Context: an optimization exercise on an open-source flow, tuned for small area, a short achievable clock period and few clock cycles. The choices shown serve that exercise and are no tape-out recipe. Where RTL was checked, it was by simulation tests only, not by an equivalence proof against the original.

==> 08-27 <==
==> flow/design.v (excerpt) <==
module PE (
	input clk,
	input rst,
	input PE_en,
	input [13-1:0] i_config,
	input [32-1:0] ifmap,
	input [32-1:0] filter,
	input [32-1:0] ipsum,
	input ifmap_valid,
	input filter_valid,
	input ipsum_valid,
	input opsum_ready,
	output reg [32-1:0] opsum,
	output reg ifmap_ready,
	output reg filter_ready,
	output reg ipsum_ready,
	output reg opsum_valid
);
clock: 12.0 ns
lec_check: 0
cap_margin: 20
core_margin: 2
core_utilization: 40
slew_margin: 20
run.sh (not shown) runs the stock make flow with config.mk's settings and CLKGATE_MAP_FILE= SYNTH_SCRIPT=/design/flow/synth_recipe.tcl, a recipe that flattens the netlist after the stock synthesis.
==> 08-07 (differences from 08-27) <==
==> flow/flow/run.sh (new file) <==
#!/bin/bash
# Standard ORFS layout, with repair_timing asked for more setup margin than the clock needs.
set -euo pipefail
bash standard.sh SETUP_SLACK_MARGIN=8 TNS_END_PERCENT=100 finish > standard.log 2>&1
==> flow/standard.sh (new file) <==
#!/bin/bash
# synth_recipe.tcl (not shown) runs the flow's synth.tcl, then flattens the netlist and writes it again
# the make line also repeats each setting of config.mk as NAME=value (left out here)
make -C /OpenROAD-flow-scripts/flow DESIGN_CONFIG=/design/flow/config.mk WORK_HOME=/design/flow/orfs CLKGATE_MAP_FILE= SYNTH_SCRIPT=/design/flow/synth_recipe.tcl "${@:-finish}"
removed: flow/run.sh
==> summary of the runs <==
Worst hold slack: 08-07 is worse than 08-27 (0.00052 ns). Synthesized cell count is the same in 08-07 and 08-27. In critical path depth, 08-07 and 08-27 do not differ. Against 08-27, the setup slack of 08-07 is better by 1.9 ns. Sequential share of layout area: 08-07 is lower than 08-27 (3.7 points). Of 08-07 and 08-27, 08-07 has the higher core utilization (gap 4.6 points).
==> figures <==
Crit-path max FO: 08-27 21; 08-07 8
Number of buffers created by CTS: 08-27 94; 08-07 89
Inserted Diodes: 08-27 0; 08-07 1
Cell area after layout: 08-27 62,100 um2; 08-07 68,400 um2
Layout multi-input combinational cell count: 08-27 2,526; 08-07 2,535
Status: 08-27 timing/DRC/antenna clean; 08-07 timing/DRC/antenna clean
Count of non-filler cells in the finished layout: 08-27 6,235; 08-07 6,519
Met3 Routed Length: 08-27 15,300 um; 08-07 17,100 um
Fraction of the core area covered by cells at the end of the flow: 08-27 0.452; 08-07 0.498
Layout non-clock buf frac: 08-27 0.0318; 08-07 0.0841
Testbench counts of 08-27, summed over its fixed seeds: cycles 9,744.
Testbench counts of 08-07, summed over its fixed seeds: cycles 9,744.


==> inputs of job 7655 <==
PE, a different RTL version from the one above (not shown whole).
export LEC_CHECK = 0
export CAP_MARGIN = 20
export CORE_MARGIN = 2
export CORE_UTILIZATION = 40
export SLEW_MARGIN = 20
create_clock -name core_clock -period 12.0 [get_ports {clk}]
standard.sh (not shown) runs the stock make flow with config.mk's settings and CLKGATE_MAP_FILE= SYNTH_SCRIPT=/design/flow/synth_recipe.tcl, a recipe that flattens the netlist after the stock synthesis.
==> flow/flow/run.sh <==
#!/bin/bash
# Layout flow: the standard synthesis, then a netlist pass (fapol.py) that
# re-polarises full adders to drop the inverters synthesis leaves between them,
# then the standard ORFS layout with repair_timing asked for extra setup margin.
set -euo pipefail
RES=$PWD/orfs/results/sky130hd/PE/base
LIB=$FLOW_HOME/platforms/sky130hd/lib/sky130_fd_sc_hd__tt_025C_1v80.lib
bash standard.sh synth > synth.log 2>&1
cp $RES/1_2_yosys.v $RES/1_2_yosys.orig.v
python3 flow/fapol.py $LIB $RES/1_2_yosys.orig.v $RES/1_2_yosys.v > fapol.log 2>&1
rm -f $RES/1_synth.odb
bash standard.sh SETUP_SLACK_MARGIN=8 TNS_END_PERCENT=100 'BUFFER_PORTS_ARGS=-buffer_cell sky130_fd_sc_hd__buf_1' finish > standard.log 2>&1
Other scripts of this flow, unchanged in this note and not shown: flow/flow/fapol.py
==> job 5360 (differences from job 7655) <==
--- a/flow/design.v
+++ b/flow/design.v
@@ -40,49 +40,51 @@
 reg [2:0] kw;      
 reg [1:0] fr;      
 reg fdone;         
 wire [1:0] e_rs = busy ? crs : i_config[11:10];
 wire [1:0] e_p = busy ? cp : i_config[8:7];
 wire f_rowlast = (fr == e_rs);
 wire f_last = f_rowlast & (kw[1:0] == e_p);
+reg [11:0] fwen;
+always @(*) begin
+	for (i = 0; i < 12; i = i + 1)
+		fwen[i] = f_fire && kw[1:0] == i / 3 && fr == i % 3;
+end
 always @(posedge clk) begin
 	for (i = 0; i < 12; i = i + 1)
-		if (f_fire && kw[1:0] == i / 3 && fr == i % 3)
+		if (fwen[i])
 			fmem[i*32 +: 32] <= filter;
 end
 always @(posedge clk or posedge rst) begin
 	if (rst) begin
-		kw <= 3'd0; fr <= 2'd0; fdone <= 1'b0; filter_ready <= 1'b0; kwd <= 3'd0;
+		kw <= 3'd0; fr <= 2'd0; fdone <= 1'b0; filter_ready <= 1'b0;
 	end else if (job_end) begin
-		kw <= 3'd0; fr <= 2'd0; fdone <= 1'b0; filter_ready <= 1'b1; kwd <= 3'd0;
+		kw <= 3'd0; fr <= 2'd0; fdone <= 1'b0; filter_ready <= 1'b1;
 	end else if (f_fire) begin
-		kwd <= kw;
 		fr <= f_rowlast ? 2'd0 : fr + 2'd1;
 		if (f_rowlast) kw <= kw + 3'd1;
 		if (f_last) fdone <= 1'b1;
 		filter_ready <= !f_last;
 	end else begin
 		filter_ready <= !fdone;
-		kwd <= kw;
 	end
 end
 reg [31:0] q0, q1, q2, q3;
 reg [2:0] nq;
 reg [4:0] ci;      
 reg [1:0] ki;      
 reg idone;         
 reg [3:0] sk0;     
 reg sk1, sk2, sk3;
 reg [11:0] xen;    
 wire [1:0] nout_m1 = cdw ? cq : cp;
 wire last_in_col = (ki == nout_m1);
 wire last_col = (ci == ccol);
 wire win_ok = (nq > {1'b0, crs}) & (!last_in_col | last_col | !cst | (nq >= 3'd2));
-reg [2:0] kwd;     
-wire filt_ok = cdw ? (kwd != 3'd0) : (kwd > {1'b0, ki});
+wire filt_ok = cdw ? (kw != 3'd0) : (kw > {1'b0, ki});
 wire fin_ok = !(last_in_col & last_col) | fdone;
 wire can_issue = busy & !idone & win_ok & filt_ok & fin_ok;
 wire issue = can_issue & adv;
 wire pop = issue & last_in_col & !last_col;
 wire [2:0] nq_pop = pop ? (nq - {2'b0, cst} - 3'd1) : nq;
 wire [31:0] iword = ifmap ^ 32'h80808080;
 always @(posedge clk) begin
@@ -97,21 +99,18 @@
 wire vB_next = adv ? vA : vB;
 wire sfull_next = !o_take & (sfull | c_go);
 wire c_go_next = vB_next & np_next & !sfull_next;
 wire adv_n = !vB_next | c_go_next;
 wire [1:0] ki_n = issue ? (last_in_col ? 2'd0 : ki + 2'd1) : ki;
 wire [4:0] ci_n = (issue & last_in_col & !last_col) ? ci + 5'd1 : ci;
 wire idone_n = idone | (issue & last_in_col & last_col);
-wire fdone_n = fdone | (f_fire & f_last);
 wire lic_n = (ki_n == nout_m1);
 wire lc_n = (ci_n == ccol);
-wire win_ok_n = (nq_next > {1'b0, crs}) & (!lic_n | lc_n | !cst | (nq_next >= 3'd2));
 wire filt_ok_n = cdw ? (kw != 3'd0) : (kw > {1'b0, ki_n});
-wire fin_ok_n = !(lic_n & lc_n) | fdone_n;
-wire pop_n = busy & !job_end & !idone_n & win_ok_n & filt_ok_n & fin_ok_n & adv_n & lic_n & !lc_n;
+wire pop_n = busy & !job_end & !idone_n & filt_ok_n & adv_n & lic_n & !lc_n;
 always @(posedge clk or posedge rst) begin
 	if (rst) begin
 		nq <= 3'd0; ifmap_ready <= 1'b0;
 	end else if (job_end) begin
 		nq <= 3'd0; ifmap_ready <= 1'b1;
 	end else begin
 		nq <= nq_next;
@@ -138,18 +137,15 @@
 	end else begin
 		if (PE_en && !busy) begin
 			busy <= 1'b1;
 			cdw <= i_config[12]; crs <= i_config[11:10]; cst <= i_config[9];
 			cp <= i_config[8:7]; ccol <= i_config[6:2]; cq <= i_config[1:0];
 		end
 		sk0 <= sk0_n; sk1 <= sk1_n; sk2 <= sk2_n; sk3 <= sk3_n;
-		if (PE_en && !busy) begin
-			for (i = 0; i < 12; i = i + 1)
-				xen[i] <= (i / 4 <= i_config[11:10]) & (i_config[12] | (i % 4 <= i_config[1:0]));
-		end
+		xen <= xen_n;
 		if (job_end) begin
 			busy <= 1'b0; ci <= 5'd0; ki <= 2'd0; idone <= 1'b0;
 		end else if (issue) begin
 			if (last_in_col) begin
 				ki <= 2'd0;
 				if (last_col) idone <= 1'b1; else ci <= ci + 5'd1;
 			end else begin
@@ -173,19 +169,23 @@
 			sfull <= 1'b0;
 		end else if (c_go) begin
 			sfull <= 1'b1;
 			slast <= lB;
 		end
 	end
 end
+reg [11:0] xen_n;
 reg [3:0] sk0_n;
 reg sk1_n, sk2_n, sk3_n;
 always @(*) begin
 	sk0_n = sk0; sk1_n = sk1; sk2_n = sk2; sk3_n = sk3;
+	xen_n = xen;
 	if (PE_en && !busy) begin
+		for (i = 0; i < 12; i = i + 1)
+			xen_n[i] = (i / 4 <= i_config[11:10]) & (i_config[12] | (i % 4 <= i_config[1:0]));
 		sk0_n = i_config[12] ? 4'b0001 : 4'b1111; sk1_n = 1'b0; sk2_n = 1'b0; sk3_n = 1'b0;
 	end else if (issue) begin
 		if (cdw) begin
 			sk0_n = last_in_col ? 4'b0001 : {sk0[2:0], 1'b0};
 		end else begin
 			sk0_n = {4{last_in_col}};
 			sk1_n = !last_in_col & (ki == 2'd0);
@@ -197,29 +197,28 @@
 wire [7:0] fs00, fs01, fs02, fs03, fs10, fs11, fs12, fs13, fs20, fs21, fs22, fs23;
 wire [7:0] xs00, xs01, xs02, xs03, xs10, xs11, xs12, xs13, xs20, xs21, xs22, xs23;
 reg [95:0] fsr;
 integer fr_i, fc_i;
 always @(posedge clk) begin
 	for (fr_i = 0; fr_i < 3; fr_i = fr_i + 1)
 		for (fc_i = 0; fc_i < 4; fc_i = fc_i + 1)
-			fsr[fr_i*32 + fc_i*8 +: 8] <=
-				  ({8{sk0_n[fc_i]}} & fmem[(0*3 + fr_i)*32 + fc_i*8 +: 8])
-				| ({8{sk1_n}} & fmem[(1*3 + fr_i)*32 + fc_i*8 +: 8])
-				| ({8{sk2_n}} & fmem[(2*3 + fr_i)*32 + fc_i*8 +: 8])
-				| ({8{sk3_n}} & fmem[(3*3 + fr_i)*32 + fc_i*8 +: 8]);
+			fsr[fr_i*32 + fc_i*8 +: 8] <= {8{xen_n[fr_i*4 + fc_i]}} & (
+				  ({8{sk0_n[fc_i] & !fwen[0*3 + fr_i]}} & fmem[(0*3 + fr_i)*32 + fc_i*8 +: 8])
+				| ({8{sk1_n & !fwen[1*3 + fr_i]}} & fmem[(1*3 + fr_i)*32 + fc_i*8 +: 8])
+				| ({8{sk2_n & !fwen[2*3 + fr_i]}} & fmem[(2*3 + fr_i)*32 + fc_i*8 +: 8])
+				| ({8{sk3_n & !fwen[3*3 + fr_i]}} & fmem[(3*3 + fr_i)*32 + fc_i*8 +: 8])
+				| ({8{(sk0_n[fc_i] & fwen[0*3 + fr_i]) | (sk1_n & fwen[1*3 + fr_i])
+				    | (sk2_n & fwen[2*3 + fr_i]) | (sk3_n & fwen[3*3 + fr_i])}} & filter[fc_i*8 +: 8]));
 end
 assign {fs03, fs02, fs01, fs00} = fsr[31:0];
 assign {fs13, fs12, fs11, fs10} = fsr[63:32];
 assign {fs23, fs22, fs21, fs20} = fsr[95:64];
-wire [31:0] xm0 = q0 & {{8{xen[3]}}, {8{xen[2]}}, {8{xen[1]}}, {8{xen[0]}}};
-wire [31:0] xm1 = q1 & {{8{xen[7]}}, {8{xen[6]}}, {8{xen[5]}}, {8{xen[4]}}};
-wire [31:0] xm2 = q2 & {{8{xen[11]}}, {8{xen[10]}}, {8{xen[9]}}, {8{xen[8]}}};
-assign {xs03, xs02, xs01, xs00} = xm0;
-assign {xs13, xs12, xs11, xs10} = xm1;
-assign {xs23, xs22, xs21, xs20} = xm2;
+assign {xs03, xs02, xs01, xs00} = q0;
+assign {xs13, xs12, xs11, xs10} = q1;
+assign {xs23, xs22, xs21, xs20} = q2;
 reg ca_0_0;
 reg ca_0_1;
 reg ca_1_0;
 reg ca_2_0;
 reg ca_2_1;
 reg ca_3_0;
 reg ca_3_1;
--- a/flow/flow/run.sh
+++ b/flow/flow/run.sh
@@ -5,8 +5,8 @@
 set -euo pipefail
 RES=$PWD/orfs/results/sky130hd/PE/base
 LIB=$FLOW_HOME/platforms/sky130hd/lib/sky130_fd_sc_hd__tt_025C_1v80.lib
 bash standard.sh synth > synth.log 2>&1
 cp $RES/1_2_yosys.v $RES/1_2_yosys.orig.v
 python3 flow/fapol.py $LIB $RES/1_2_yosys.orig.v $RES/1_2_yosys.v > fapol.log 2>&1
 rm -f $RES/1_synth.odb
-bash standard.sh SETUP_SLACK_MARGIN=8 TNS_END_PERCENT=100 'BUFFER_PORTS_ARGS=-buffer_cell sky130_fd_sc_hd__buf_1' finish > standard.log 2>&1
+bash standard.sh SETUP_SLACK_MARGIN=8.2 TNS_END_PERCENT=100 'BUFFER_PORTS_ARGS=-buffer_cell sky130_fd_sc_hd__buf_2' finish > standard.log 2>&1
--- a/flow/config.mk
+++ b/flow/config.mk
@@ -4,8 +4,10 @@
 export VERILOG_FILES = /design/flow/design.v
 export SDC_FILE = /design/flow/constraint.sdc
 export NUM_CORES = 8
 export LEC_CHECK = 0
 export CAP_MARGIN = 20
 export CORE_MARGIN = 2
 export CORE_UTILIZATION = 40
+export CTS_CLUSTER_DIAMETER = 80
+export CTS_CLUSTER_SIZE = 30
 export SLEW_MARGIN = 20
==> job 3829 (differences from job 7655) <==
--- a/flow/design.v
+++ b/flow/design.v
@@ -138,18 +138,15 @@
 	end else begin
 		if (PE_en && !busy) begin
 			busy <= 1'b1;
 			cdw <= i_config[12]; crs <= i_config[11:10]; cst <= i_config[9];
 			cp <= i_config[8:7]; ccol <= i_config[6:2]; cq <= i_config[1:0];
 		end
 		sk0 <= sk0_n; sk1 <= sk1_n; sk2 <= sk2_n; sk3 <= sk3_n;
-		if (PE_en && !busy) begin
-			for (i = 0; i < 12; i = i + 1)
-				xen[i] <= (i / 4 <= i_config[11:10]) & (i_config[12] | (i % 4 <= i_config[1:0]));
-		end
+		xen <= xen_n;
 		if (job_end) begin
 			busy <= 1'b0; ci <= 5'd0; ki <= 2'd0; idone <= 1'b0;
 		end else if (issue) begin
 			if (last_in_col) begin
 				ki <= 2'd0;
 				if (last_col) idone <= 1'b1; else ci <= ci + 5'd1;
 			end else begin
@@ -173,19 +170,23 @@
 			sfull <= 1'b0;
 		end else if (c_go) begin
 			sfull <= 1'b1;
 			slast <= lB;
 		end
 	end
 end
+reg [11:0] xen_n;
 reg [3:0] sk0_n;
 reg sk1_n, sk2_n, sk3_n;
 always @(*) begin
 	sk0_n = sk0; sk1_n = sk1; sk2_n = sk2; sk3_n = sk3;
+	xen_n = xen;
 	if (PE_en && !busy) begin
+		for (i = 0; i < 12; i = i + 1)
+			xen_n[i] = (i / 4 <= i_config[11:10]) & (i_config[12] | (i % 4 <= i_config[1:0]));
 		sk0_n = i_config[12] ? 4'b0001 : 4'b1111; sk1_n = 1'b0; sk2_n = 1'b0; sk3_n = 1'b0;
 	end else if (issue) begin
 		if (cdw) begin
 			sk0_n = last_in_col ? 4'b0001 : {sk0[2:0], 1'b0};
 		end else begin
 			sk0_n = {4{last_in_col}};
 			sk1_n = !last_in_col & (ki == 2'd0);
@@ -197,29 +198,26 @@
 wire [7:0] fs00, fs01, fs02, fs03, fs10, fs11, fs12, fs13, fs20, fs21, fs22, fs23;
 wire [7:0] xs00, xs01, xs02, xs03, xs10, xs11, xs12, xs13, xs20, xs21, xs22, xs23;
 reg [95:0] fsr;
 integer fr_i, fc_i;
 always @(posedge clk) begin
 	for (fr_i = 0; fr_i < 3; fr_i = fr_i + 1)
 		for (fc_i = 0; fc_i < 4; fc_i = fc_i + 1)
-			fsr[fr_i*32 + fc_i*8 +: 8] <=
+			fsr[fr_i*32 + fc_i*8 +: 8] <= {8{xen_n[fr_i*4 + fc_i]}} & (
 				  ({8{sk0_n[fc_i]}} & fmem[(0*3 + fr_i)*32 + fc_i*8 +: 8])
 				| ({8{sk1_n}} & fmem[(1*3 + fr_i)*32 + fc_i*8 +: 8])
 				| ({8{sk2_n}} & fmem[(2*3 + fr_i)*32 + fc_i*8 +: 8])
-				| ({8{sk3_n}} & fmem[(3*3 + fr_i)*32 + fc_i*8 +: 8]);
+				| ({8{sk3_n}} & fmem[(3*3 + fr_i)*32 + fc_i*8 +: 8]));
 end
 assign {fs03, fs02, fs01, fs00} = fsr[31:0];
 assign {fs13, fs12, fs11, fs10} = fsr[63:32];
 assign {fs23, fs22, fs21, fs20} = fsr[95:64];
-wire [31:0] xm0 = q0 & {{8{xen[3]}}, {8{xen[2]}}, {8{xen[1]}}, {8{xen[0]}}};
-wire [31:0] xm1 = q1 & {{8{xen[7]}}, {8{xen[6]}}, {8{xen[5]}}, {8{xen[4]}}};
-wire [31:0] xm2 = q2 & {{8{xen[11]}}, {8{xen[10]}}, {8{xen[9]}}, {8{xen[8]}}};
-assign {xs03, xs02, xs01, xs00} = xm0;
-assign {xs13, xs12, xs11, xs10} = xm1;
-assign {xs23, xs22, xs21, xs20} = xm2;
+assign {xs03, xs02, xs01, xs00} = q0;
+assign {xs13, xs12, xs11, xs10} = q1;
+assign {xs23, xs22, xs21, xs20} = q2;
 reg ca_0_0;
 reg ca_0_1;
 reg ca_1_0;
 reg ca_2_0;
 reg ca_2_1;
 reg ca_3_0;
 reg ca_3_1;
--- a/flow/flow/run.sh
+++ b/flow/flow/run.sh
@@ -5,8 +5,8 @@
 set -euo pipefail
 RES=$PWD/orfs/results/sky130hd/PE/base
 LIB=$FLOW_HOME/platforms/sky130hd/lib/sky130_fd_sc_hd__tt_025C_1v80.lib
 bash standard.sh synth > synth.log 2>&1
 cp $RES/1_2_yosys.v $RES/1_2_yosys.orig.v
 python3 flow/fapol.py $LIB $RES/1_2_yosys.orig.v $RES/1_2_yosys.v > fapol.log 2>&1
 rm -f $RES/1_synth.odb
-bash standard.sh SETUP_SLACK_MARGIN=8 TNS_END_PERCENT=100 'BUFFER_PORTS_ARGS=-buffer_cell sky130_fd_sc_hd__buf_1' finish > standard.log 2>&1
+bash standard.sh SETUP_SLACK_MARGIN=8 TNS_END_PERCENT=100 'BUFFER_PORTS_ARGS=-buffer_cell sky130_fd_sc_hd__buf_2' finish > standard.log 2>&1
--- a/flow/config.mk
+++ b/flow/config.mk
@@ -4,8 +4,10 @@
 export VERILOG_FILES = /design/flow/design.v
 export SDC_FILE = /design/flow/constraint.sdc
 export NUM_CORES = 8
 export LEC_CHECK = 0
 export CAP_MARGIN = 20
 export CORE_MARGIN = 2
 export CORE_UTILIZATION = 40
+export CTS_CLUSTER_DIAMETER = 80
+export CTS_CLUSTER_SIZE = 30
 export SLEW_MARGIN = 20
==> summary of the runs <==
- Synthesized cell count: job 3829 is lower than job 5360 (4.0%).
- Global-route usage: job 5360 > job 7655 > job 3829.
- Between job 7655 and job 3829, the lower wire length is in job 3829 (gap 3.6%, measured against job 3829).
- The highest maximum frequency belongs to job 5360, the lowest to job 7655.
- In job 5360 the flip-flop and latch count is lower than in job 3829, by 3.
- Sequential share of layout area, highest first: job 3829, job 7655, job 5360.
- Against job 7655, the die area of job 3829 is smaller by about 0.7%.
- Core utilization, lowest first: job 3829, job 7655, job 5360.
- Register-to-register slack, lowest first: job 7655, job 3829, job 5360.
Testbench counts of job 7655, summed over its fixed seeds: cycles 9,840.
Testbench counts of job 3829, summed over its fixed seeds: cycles 9,840.
Function not checked in job 5360: the RTL went through the layout flow alone.

==> what the ideal ports hide <==
The results above use ideal ports. As a check the final layouts listed here were re-extracted and re-timed, cells and wires unchanged.
Step 1 (the two cells are an assumption about what drives the block):
set clk [get_ports {clk}]
set_driving_cell -lib_cell sky130_fd_sc_hd__clkbuf_16 $clk
set_driving_cell -lib_cell sky130_fd_sc_hd__buf_2 [delete_from_list [all_inputs] $clk]
Step 2 times the ports against the registers' clock, not the clock port: input delays grow and output delays shrink by t, the midpoint of the rising clock arrivals with the driver on.
a / b / c = ideal ports / drivers / drivers and shift; a / b = the first two.
run	shift t [ns]	setup slack, ns	clock arrival spread, ns
08-27	0.789	5.002 / 5.002 / 5.002	0.073 / 0.074
08-07	0.794	6.931 / 6.931 / 6.912	0.082 / 0.082
job 7655	0.793	7.962 / 7.962 / 7.219	0.067 / 0.067
job 5360	0.771	8.168 / 8.168 / 7.437	0.102 / 0.102
job 3829	0.762	8.006 / 8.006 / 7.401	0.078 / 0.078
After both steps every run listed still meets setup and hold. The setup slack of job 7655, which loses most, moves by 0.000 ns with the drivers and by -0.743 ns with both steps.
